Context: an optimization exercise on an open-source flow, tuned for small area. The choices shown serve that exercise and are no tape-out recipe.
Function was checked by simulation only, so behaviour that the tests miss may differ from the original.
The clock port is modelled as an ideal driver, which makes a skipped or thinned clock tree look cheaper than it is; a real chip needs a root buffer or a tree.
Power and IR drop assume default switching activity.

Design microprocessor, start of the top module:
module microprocessor #(parameter N = 8, ROM_addressBits = 6, RF_addressBits = 3) (
  input  logic                           clk             ,
  input  logic                           rst_n           ,
  input  logic [ 3+2*(RF_addressBits):0] ROM_data        ,
  input  logic [                  N-1:0] SRAM_data       ,
  output logic                           overflowPC      ,
  output logic                           ROM_readEnable  ,
  output logic                           SRAM_readEnable ,
  output logic                           SRAM_writeEnable,
  output logic [    ROM_addressBits-1:0] ROM_address     ,
  output logic [(2**RF_addressBits)-1:0] SRAM_address    ,
  output logic [                  N-1:0] SRAM_data_in
);
Size: about 0.0029 mm² of cells after synthesis.
==> flow/config.mk <==
export PLATFORM = sky130hd
export DESIGN_NAME = microprocessor
export DESIGN_NICKNAME = microprocessor
export VERILOG_FILES = /design/flow/design.v
export SDC_FILE = /design/flow/constraint.sdc
export NUM_CORES = 4
export LEC_CHECK = 0
export CAP_MARGIN = 20
export CORE_MARGIN = 2
export CORE_UTILIZATION = 40
export SLEW_MARGIN = 20
==> flow/constraint.sdc <==
create_clock -name core_clock -period 10.0 [get_ports {clk}]
set_input_delay 2.0000 -clock core_clock [delete_from_list [all_inputs] [get_ports {clk}]]
set_output_delay 2.0000 -clock core_clock [all_outputs]
set_load 0.01 [all_outputs]
standard.sh (not shown) runs the stock make flow with config.mk's settings and CLKGATE_MAP_FILE= SYNTH_SCRIPT=/design/flow/synth_recipe.tcl, a recipe that flattens the netlist after the stock synthesis.
==> flow/flow/run.sh <==
#!/bin/bash
# Own layout flow: the standard flow (standard.sh) with three changes:
#  - synthesis is the standard flow's synthesis script, with ABC run with an area-oriented
#    script (flow/abc_area.script) instead of ORFS's;
#  - the port buffers are the smallest buffer cell (buf_1);
#  - the clock tree is made by hand (flow/cts_manual.tcl): four clock
#    buffers of the cell named in flow/cts_buf.txt, one per quarter of the
#    registers, driven by the clock port.
# Each tool's output goes to a log file in this folder (make's output to
# standard.log; ORFS keeps its per-step logs under orfs/logs/).
set -euo pipefail
W=$PWD
{
  echo "proc abc {args} { set i [lsearch \$args -script]; if {\$i >= 0} { lset args [expr {\$i+1}] $W/flow/abc_area.script }; yosys abc {*}\$args }"
  cat "$W/synth_recipe.tcl"
} > "$W/own_synth.tcl"
sed "s#SYNTH_SCRIPT=[^ ]*#SYNTH_SCRIPT=$W/own_synth.tcl#" "$W/standard.sh" > "$W/own_standard.sh"
grep -q "SYNTH_SCRIPT=$W/own_synth.tcl" "$W/own_standard.sh"
export BUFFER_PORTS_ARGS="-buffer_cell sky130_fd_sc_hd__buf_1"
export PRE_CTS_TCL="$W/flow/cts_manual.tcl"
export OWN_CTS_BUF="$(cat "$W/flow/cts_buf.txt")"
bash "$W/own_standard.sh" > "$W/standard.log" 2>&1
==> flow/flow/cts_buf.txt <==
sky130_fd_sc_hd__clkbuf_16
==> flow/flow/cts_manual.tcl <==
# Clock tree made by hand, run by ORFS's CTS step as its PRE_CTS_TCL hook. The
# design is small: the registers are split into four groups by position
# (halves by x, then each half by y), and each group's clock pins are driven
# by one clock buffer placed at the group's centre; the clock port drives the
# four buffers. TritonCTS is then skipped.
set cts_buf_cell $::env(OWN_CTS_BUF)
set block [ord::get_db_block]
set db [ord::get_db]
set clknet [$block findNet clk]
set master [$db findMaster $cts_buf_cell]
set sinks {}
foreach iterm [$clknet getITerms] {
  set box [[$iterm getInst] getBBox]
  lappend sinks [list $iterm [expr {([$box xMin] + [$box xMax]) / 2}] [expr {([$box yMin] + [$box yMax]) / 2}]]
}
proc halves {items idx} {
  set s [lsort -integer -index $idx $items]
  set h [expr {[llength $s] / 2}]
  return [list [lrange $s 0 [expr {$h - 1}]] [lrange $s $h end]]
}
set groups {}
foreach half [halves $sinks 1] {
  foreach q [halves $half 2] { lappend groups $q }
}
set k 0
foreach g $groups {
  set sx 0
  set sy 0
  foreach s $g {
    set sx [expr {$sx + [lindex $s 1]}]
    set sy [expr {$sy + [lindex $s 2]}]
  }
  set n [llength $g]
  set buf [odb::dbInst_create $block $master clkbuf_leaf_$k]
  set net [odb::dbNet_create $block clk_leaf_$k]
  $net setSigType CLOCK
  foreach s $g {
    set iterm [lindex $s 0]
    $iterm disconnect
    $iterm connect $net
  }
  [$buf findITerm A] connect $clknet
  [$buf findITerm X] connect $net
  $buf setLocation [expr {$sx / $n}] [expr {$sy / $n}]
  $buf setPlacementStatus PLACED
  puts "manual CTS: clkbuf_leaf_$k ($cts_buf_cell) drives $n clock pins"
  incr k
}
set_propagated_clock [all_clocks]
proc clock_tree_synthesis {args} { puts "clock_tree_synthesis skipped: clock tree made by hand" }
Other scripts of this flow, unchanged in this note and not shown: flow/flow/abc_area.script
The starting point finished clean.
Next try:
--- a/flow/flow/run.sh
+++ b/flow/flow/run.sh
@@ -6,3 +6 @@
-#  - the clock tree is made by hand (flow/cts_manual.tcl): four clock
-#    buffers of the cell named in flow/cts_buf.txt, one per quarter of the
-#    registers, driven by the clock port.
+#  - clock tree synthesis uses the options in flow/cts_args.txt.
@@ -20,2 +18 @@
-export PRE_CTS_TCL="$W/flow/cts_manual.tcl"
-export OWN_CTS_BUF="$(cat "$W/flow/cts_buf.txt")"
+export CTS_ARGS="$(cat "$W/flow/cts_args.txt")"
==> flow/flow/cts_args.txt (new file) <==
-sink_clustering_enable -repair_clock_nets -dont_use_dummy_load
removed: flow/flow/cts_buf.txt
removed: flow/flow/cts_manual.tcl
Effect: Die area stays the same. Power increases by a few percent. Clock power increases by about a fifth. Setup slack gets better by 20 ps. Via count increases slightly. Synthesized cell count is unchanged. Wire length stays flat.
In the first run of this note the design's own scripts or RTL, not TritonCTS, make the clock network.

==> re-timing with driven ports <==
The results above use ideal ports. As a check the final layouts listed here were re-extracted and re-timed, cells and wires unchanged.
Step 1 sets driving cells, clkbuf_16 on the clock port and buf_2 on the other inputs (assumed; they add their load-dependent delay and slew).
Step 2 moves the port delays by t, midway between the first and last clock arrival at a register: inputs arrive t later, outputs are due t later. That takes back most of the time a late clock gives input paths.
Slacks: ideal / step 1 / step 2; pairs: ideal / step 1.
run	shift t [ns]	setup slack, ns	hold WS [ns]	latest minus earliest clock arrival (ns)	worst slew at a driven data input, ns
the first run	0.224	4.328 / 4.287 / 4.287	0.325 / 0.325 / 0.325	0.010 / 0.011	0.04
the second run	0.376	4.348 / 4.308 / 4.308	0.305 / 0.305 / 0.305	0.045 / 0.045	0.04
After both steps every run listed still meets setup and hold. For the first run, which loses most, drivers alone change the setup slack by -0.041 ns; drivers and shift together by -0.041 ns.
